From an optimization exercise on the open Yosys and OpenROAD flow, aimed at small area; shortcuts taken in it are not production practice.
Where RTL was checked, it was by simulation tests only, not by an equivalence proof against the original.

==> garnet: inputs <==
Design total_fir, start of the top module:
module total_fir(total_out, x_in, clk);
	input clk;
	input signed [7:0] x_in;
	output signed [15:0] total_out;
	reg [7:0] e0;
	reg [7:0] e1;
	reg [7:0] e2;
	reg [7:0] e3;
	reg [7:0] e4;
	reg [7:0] e5;
	reg [7:0] e6;
	reg [7:0] e7;
	reg [7:0] e8;
	reg [7:0] e9;
	reg [7:0] e10;
	reg [7:0] e11;
	reg [7:0] e12;
	reg [7:0] e13;
	reg [7:0] e14;
	reg [7:0] e15;
	reg [7:0] e16;
	reg [7:0] e17;
	reg r496;
	reg r497;
	reg r498;
	reg r501;
	reg r560;
	reg r607;
	reg r608;
	reg r643;
	reg r668;
	reg r669;
	reg r684;
	reg r685;
	reg r692;
	reg r693;
	reg r698;
	reg r699;
	reg r706;
	reg r707;
	reg r708;
	reg r709;
	reg r710;
	wire o5_0;
	wire o6_0;
	wire o7_0;
	wire o8_0;
	wire o16_0;
	wire w1;
	wire w2;
	wire w3;
	wire w4;
	wire w5;
	wire w6;
	wire w7;
	wire w8;
	wire w9;
	wire w10;
	wire w11;
	wire w12;
	wire w13;
	wire w14;
	wire w15;
	wire w16;
	wire w17;
	wire w18;
	wire w19;
	wire w20;
	wire w21;
	wire w22;
	wire w23;
	wire w24;
	wire w25;
	wire w26;
	wire w27;
	wire w28;
	wire w29;
	wire w30;
	wire w31;
	wire w32;
	wire w33;
	wire w34;
	wire w35;
	wire w36;
	wire w37;
	wire w38;
	wire w39;
	wire w40;
	wire w41;
	wire w42;
	wire w43;
	wire w44;
	wire w45;
	wire w46;
	wire w47;
	wire w48;
	wire w49;
	wire w50;
	wire w51;
	wire w52;
	wire w53;
	wire w54;
	wire w55;
	wire w56;
	wire w57;
	wire w58;
	wire w59;
	wire w60;
	wire w61;
	wire w62;
	wire w63;
	wire w64;
	wire w65;
	wire w66;
	wire w67;
	wire w68;
	wire w69;
	wire w70;
	wire w71;
	wire w72;
	wire w73;
	wire w74;
	wire w75;
	wire w76;
	wire w77;
	wire w78;
	wire w79;
	wire w80;
	wire w81;
	wire w82;
	wire w83;
	wire w84;
	wire w85;
	wire w86;
	wire w87;
	wire w88;
	wire w89;
	wire w90;
	wire w91;
	wire w92;
	wire w93;
	wire w94;
	wire w95;
	wire w96;
	wire w97;
	wire w98;
	wire w99;
	wire w100;
	wire w101;
	wire w102;
	wire w103;
	wire w104;
	wire w105;
	wire w106;
	wire w107;
	wire w108;
	wire w109;
	wire w110;
	wire w111;
	wire w112;
	wire w113;
	wire w114;
	wire w115;
	wire w116;
	wire w117;
	wire w118;
	wire w119;
	wire w120;
	wire w121;
	wire w122;
	wire w123;
	wire w124;
	wire w125;
	wire w126;
	wire w127;
	wire w128;
	wire w129;
	wire w130;
	wire w131;
	wire w132;
	wire w133;
	wire w134;
	wire w135;
	wire w136;
	wire w137;
	wire w138;
	wire w139;
	wire w140;
	wire w141;
	wire w142;
	wire w143;
	wire w144;
  ...
clock: 5.0 ns
lec_check: 0
cap_margin: 20
core_margin: 2
core_utilization: 40
slew_margin: 20
synth_hierarchical: 1
synth_minimum_keep_size: 0
standard.sh (not shown) runs the stock make flow with config.mk's settings and CLKGATE_MAP_FILE= SYNTH_SCRIPT=/design/flow/synth_recipe.tcl, a recipe that flattens the netlist after the stock synthesis.
==> flow/flow/run.sh <==
#!/bin/bash
# The standard layout (standard.sh, the ORFS flow), with ORFS's own variables set for two steps:
#  - clock tree synthesis without dummy balancing loads, built from clkbuf_8 cells;
#  - port buffering with the smallest buffer cell (every input and output still gets a buffer).
# The full ORFS output goes to standard.log in this folder (per-step logs under orfs/logs).
export CTS_ARGS="-sink_clustering_enable -repair_clock_nets -dont_use_dummy_load -buf_list sky130_fd_sc_hd__clkbuf_8"
export BUFFER_PORTS_ARGS="-buffer_cell sky130_fd_sc_hd__buf_1"
# timing-driven global placement: use its trial buffering for net weights only, do not keep it
export GPL_KEEP_OVERFLOW=0
bash standard.sh > standard.log 2>&1
==> tundra: changes against garnet <==
--- a/flow/design.v
+++ b/flow/design.v
@@ -24,26 +24,27 @@
 	reg r497;
 	reg r498;
 	reg r501;
 	reg r560;
 	reg r607;
 	reg r608;
+	reg r641;
+	reg r642;
 	reg r643;
-	reg r668;
-	reg r669;
-	reg r684;
-	reg r685;
-	reg r692;
-	reg r693;
+	reg r670;
+	reg r687;
+	reg r688;
+	reg r697;
 	reg r698;
-	reg r699;
-	reg r706;
-	reg r707;
-	reg r708;
-	reg r709;
-	reg r710;
+	reg r703;
+	reg r704;
+	reg r711;
+	reg r712;
+	reg r713;
+	reg r714;
+	reg r715;
 	wire o5_0;
 	wire o6_0;
 	wire o7_0;
 	wire o8_0;
 	wire o16_0;
 	wire w1;
@@ -753,12 +754,17 @@
 	wire w705;
 	wire w706;
 	wire w707;
 	wire w708;
 	wire w709;
 	wire w710;
+	wire w711;
+	wire w712;
+	wire w713;
+	wire w714;
+	wire w715;
 	wire n1;
 	wire n2;
 	wire n3;
 	wire n4;
 	wire n5;
 	wire n6;
@@ -840,26 +846,27 @@
 		r497 <= w494;
 		r498 <= w431;
 		r501 <= w433;
 		r560 <= w558;
 		r607 <= w605;
 		r608 <= w559;
-		r643 <= w641;
-		r668 <= w666;
-		r669 <= w642;
-		r684 <= w682;
-		r685 <= w667;
-		r692 <= w690;
-		r693 <= w683;
-		r698 <= w689;
-		r699 <= w691;
-		r706 <= w164;
-		r707 <= w220;
-		r708 <= w286;
-		r709 <= w360;
-		r710 <= w432;
+		r641 <= w604;
+		r642 <= w639;
+		r643 <= w606;
+		r670 <= w668;
+		r687 <= w685;
+		r688 <= w669;
+		r697 <= w695;
+		r698 <= w686;
+		r703 <= w694;
+		r704 <= w696;
+		r711 <= w164;
+		r712 <= w220;
+		r713 <= w286;
+		r714 <= w360;
+		r715 <= w432;
 	end
 	assign o5_0 = ~(~e5[0] | ~e5[1]);
 	assign o6_0 = ~(~e6[0] | ~e6[1]);
 	assign o7_0 = ~(e7[0] | e7[1]);
 	assign o8_0 = ~(e8[0] | e8[1]);
 	assign o16_0 = ~(e16[0] | e16[1]);
@@ -1212,58 +1219,62 @@
 	fa uw629 (.a(w584), .b(w623), .c(w586), .s(w629), .co(w630));
 	fa uw631 (.a(w588), .b(w625), .c(w590), .s(w631), .co(w632));
 	fa uw633 (.a(w627), .b(w592), .c(w629), .s(w633), .co(w634));
 	fa uw635 (.a(w594), .b(w596), .c(w631), .s(w635), .co(w636));
 	fa uw637 (.a(w598), .b(w633), .c(w600), .s(w637), .co(w638));
 	fa uw639 (.a(w635), .b(w602), .c(w637), .s(w639), .co(w640));
-	fa uw641 (.a(w604), .b(w639), .c(w606), .s(w641), .co(w642));
-	ha uw644 (.a(r643), .b(w610), .s(w644), .co(w645));
-	fa uw646 (.a(e3[7]), .b(e4[7]), .c(e8[6]), .s(w646), .co(w647));
-	fa uw648 (.a(e12[7]), .b(e14[7]), .c(n29), .s(w648), .co(w649));
-	fa uw650 (.a(n37), .b(n44), .c(w612), .s(w650), .co(w651));
-	fa uw652 (.a(w614), .b(w646), .c(w616), .s(w652), .co(w653));
-	fa uw654 (.a(w648), .b(w618), .c(w650), .s(w654), .co(w655));
-	fa uw656 (.a(w620), .b(w622), .c(w652), .s(w656), .co(w657));
-	fa uw658 (.a(w624), .b(w654), .c(w626), .s(w658), .co(w659));
-	fa uw660 (.a(w628), .b(w656), .c(w630), .s(w660), .co(w661));
-	fa uw662 (.a(w658), .b(w632), .c(w634), .s(w662), .co(w663));
-	fa uw664 (.a(w660), .b(w636), .c(w662), .s(w664), .co(w665));
-	fa uw666 (.a(w638), .b(w664), .c(w640), .s(w666), .co(w667));
-	fa uw670 (.a(r668), .b(r669), .c(w645), .s(w670), .co(w671));
-	fa uw672 (.a(e11[7]), .b(n14), .c(n45), .s(w672), .co(w673));
-	fa uw674 (.a(w647), .b(w649), .c(w672), .s(w674), .co(w675));
-	fa uw676 (.a(w651), .b(w653), .c(w674), .s(w676), .co(w677));
-	fa uw678 (.a(w655), .b(w657), .c(w676), .s(w678), .co(w679));
-	fa uw680 (.a(w659), .b(w678), .c(w661), .s(w680), .co(w681));
-	fa uw682 (.a(w663), .b(w680), .c(w665), .s(w682), .co(w683));
-	fa uw686 (.a(r684), .b(r685), .c(w671), .s(w686), .co(w687));
-	fa uw688 (.a(w673), .b(w675), .c(w677), .s(w688), .co(w689));
-	fa uw690 (.a(w679), .b(w688), .c(w681), .s(w690), .co(w691));
-	ha uw696 (.a(r692), .b(r693), .s(w696), .co(w697));
-	xr uw694 (.a(w696), .b(w687), .s(w694));
-	ao uw695 (.g(w697), .p(w696), .c(w687), .co(w695));
-	ha uw702 (.a(r698), .b(r699), .s(w702), .co(w703));
-	xr uw700 (.a(w702), .b(w695), .s(w700));
-	ao uw701 (.g(w703), .p(w702), .c(w695), .co(w701));
-	assign w704 = w701 ^ 1'b1;
-	assign total_out[0] = r706;
-	assign total_out[1] = r707;
-	assign total_out[2] = r708;
-	assign total_out[3] = r709;
-	assign total_out[4] = r710;
+	fa uw644 (.a(r641), .b(r642), .c(r643), .s(w644), .co(w645));
+	ha uw646 (.a(w644), .b(w610), .s(w646), .co(w647));
+	fa uw648 (.a(e3[7]), .b(e4[7]), .c(e8[6]), .s(w648), .co(w649));
+	fa uw650 (.a(e12[7]), .b(e14[7]), .c(n29), .s(w650), .co(w651));
+	fa uw652 (.a(n37), .b(n44), .c(w612), .s(w652), .co(w653));
+	fa uw654 (.a(w614), .b(w648), .c(w616), .s(w654), .co(w655));
+	fa uw656 (.a(w650), .b(w618), .c(w652), .s(w656), .co(w657));
+	fa uw658 (.a(w620), .b(w622), .c(w654), .s(w658), .co(w659));
+	fa uw660 (.a(w624), .b(w656), .c(w626), .s(w660), .co(w661));
+	fa uw662 (.a(w628), .b(w658), .c(w630), .s(w662), .co(w663));
+	fa uw664 (.a(w660), .b(w632), .c(w634), .s(w664), .co(w665));
+	fa uw666 (.a(w662), .b(w636), .c(w664), .s(w666), .co(w667));
+	fa uw668 (.a(w638), .b(w666), .c(w640), .s(w668), .co(w669));
+	ha uw673 (.a(r670), .b(w645), .s(w673), .co(w674));
+	xr uw671 (.a(w673), .b(w647), .s(w671));
+	ao uw672 (.g(w674), .p(w673), .c(w647), .co(w672));
+	fa uw675 (.a(e11[7]), .b(n14), .c(n45), .s(w675), .co(w676));
+	fa uw677 (.a(w649), .b(w651), .c(w675), .s(w677), .co(w678));
+	fa uw679 (.a(w653), .b(w655), .c(w677), .s(w679), .co(w680));
+	fa uw681 (.a(w657), .b(w659), .c(w679), .s(w681), .co(w682));
+	fa uw683 (.a(w661), .b(w681), .c(w663), .s(w683), .co(w684));
+	fa uw685 (.a(w665), .b(w683), .c(w667), .s(w685), .co(w686));
+	ha uw691 (.a(r687), .b(r688), .s(w691), .co(w692));
+	xr uw689 (.a(w691), .b(w672), .s(w689));
+	ao uw690 (.g(w692), .p(w691), .c(w672), .co(w690));
+	fa uw693 (.a(w676), .b(w678), .c(w680), .s(w693), .co(w694));
+	fa uw695 (.a(w682), .b(w693), .c(w684), .s(w695), .co(w696));
+	ha uw701 (.a(r697), .b(r698), .s(w701), .co(w702));
+	xr uw699 (.a(w701), .b(w690), .s(w699));
+	ao uw700 (.g(w702), .p(w701), .c(w690), .co(w700));
+	ha uw707 (.a(r703), .b(r704), .s(w707), .co(w708));
+	xr uw705 (.a(w707), .b(w700), .s(w705));
+	ao uw706 (.g(w708), .p(w707), .c(w700), .co(w706));
+	assign w709 = w706 ^ 1'b1;
+	assign total_out[0] = r711;
+	assign total_out[1] = r712;
+	assign total_out[2] = r713;
+	assign total_out[3] = r714;
+	assign total_out[4] = r715;
 	assign total_out[5] = w502;
 	assign total_out[6] = w561;
 	assign total_out[7] = w609;
-	assign total_out[8] = w644;
-	assign total_out[9] = w670;
-	assign total_out[10] = w686;
-	assign total_out[11] = w694;
-	assign total_out[12] = w700;
-	assign total_out[13] = w704;
-	assign total_out[14] = w704;
-	assign total_out[15] = w704;
+	assign total_out[8] = w646;
+	assign total_out[9] = w671;
+	assign total_out[10] = w689;
+	assign total_out[11] = w699;
+	assign total_out[12] = w705;
+	assign total_out[13] = w709;
+	assign total_out[14] = w709;
+	assign total_out[15] = w709;
 endmodule
 module fa(input a, input b, input c, output s, output co);
 	assign s = a ^ b ^ c;
 	assign co = (a & b) | (a & c) | (b & c);
 endmodule
 module xn(input a, input b, output s);
==> results.txt <==
| quantity | garnet | tundra |
|---|---|---|
| Design area | 0.0105 sq mm | 0.0105 sq mm |
| Destination of the critical timing path | r643 | r715 |
| Source of the worst register-to-register timing path | e12[6] | e12[5] |
| Detail Placement HPWL | 19800 microns | 19400 microns |
| Post-route worst hold slack | 0.329 ns | 0.316 ns |
| FF+latch count | 165 | 166 |
| First-pass GRT wire length | 34400 microns | 33600 microns |
| Endpoint of the worst hold path | e1[4] | e2[4] |
| Status | no timing/DRC/antenna violations | no timing/DRC/antenna violations |
| 1st-pass router iterations | 4 | 5 |
| Final core utilization | 0.431 | 0.432 |
| Final worst path period share | 0.969 | 0.969 |
| Min cycle time layout | 4.85 ns | 4.84 ns |
| Launch point of the critical path | e12[6] | e12[5] |
| Number of vias per cell | 4.62 | 4.62 |
| Proportion of cell area occupied by multi-input gates | 0.591 | 0.591 |
| Clock tree sinks | 165 | 166 |
| Global routing met2 resource utilization | 0.315 | 0.307 |
| Overall die area | 0.0259 sq mm | 0.0260 sq mm |
| Post-Syn Nets | 884 | 889 |
For tundra, only the layout was checked, not whether the RTL still works.

## re-timing with driven ports
Ports are ideal in the flow. The routed layouts listed here were re-timed in OpenROAD.
Step 1, drivers: a clkbuf_16 drives clk and a buf_2 each remaining input, both assumed.
Step 2 adds t to the input delays and takes it off the output delays; t is the mean of the earliest and latest rising clock arrival at the registers after step 1. Input paths then give back, and output paths get back, about the clock's delay inside the block.
Slacks: ideal / step 1 / step 2; pairs: ideal / step 1.
| run | t (ns) | setup WS [ns] | worst data-port slew with drivers (ns) |
|---|---|---|---|
| garnet | 0.486 | 0.154 / 0.154 / 0.154 | 0.03 |
| tundra | 0.478 | 0.157 / 0.157 / 0.157 | 0.03 |
After both steps every run listed still meets setup and hold.
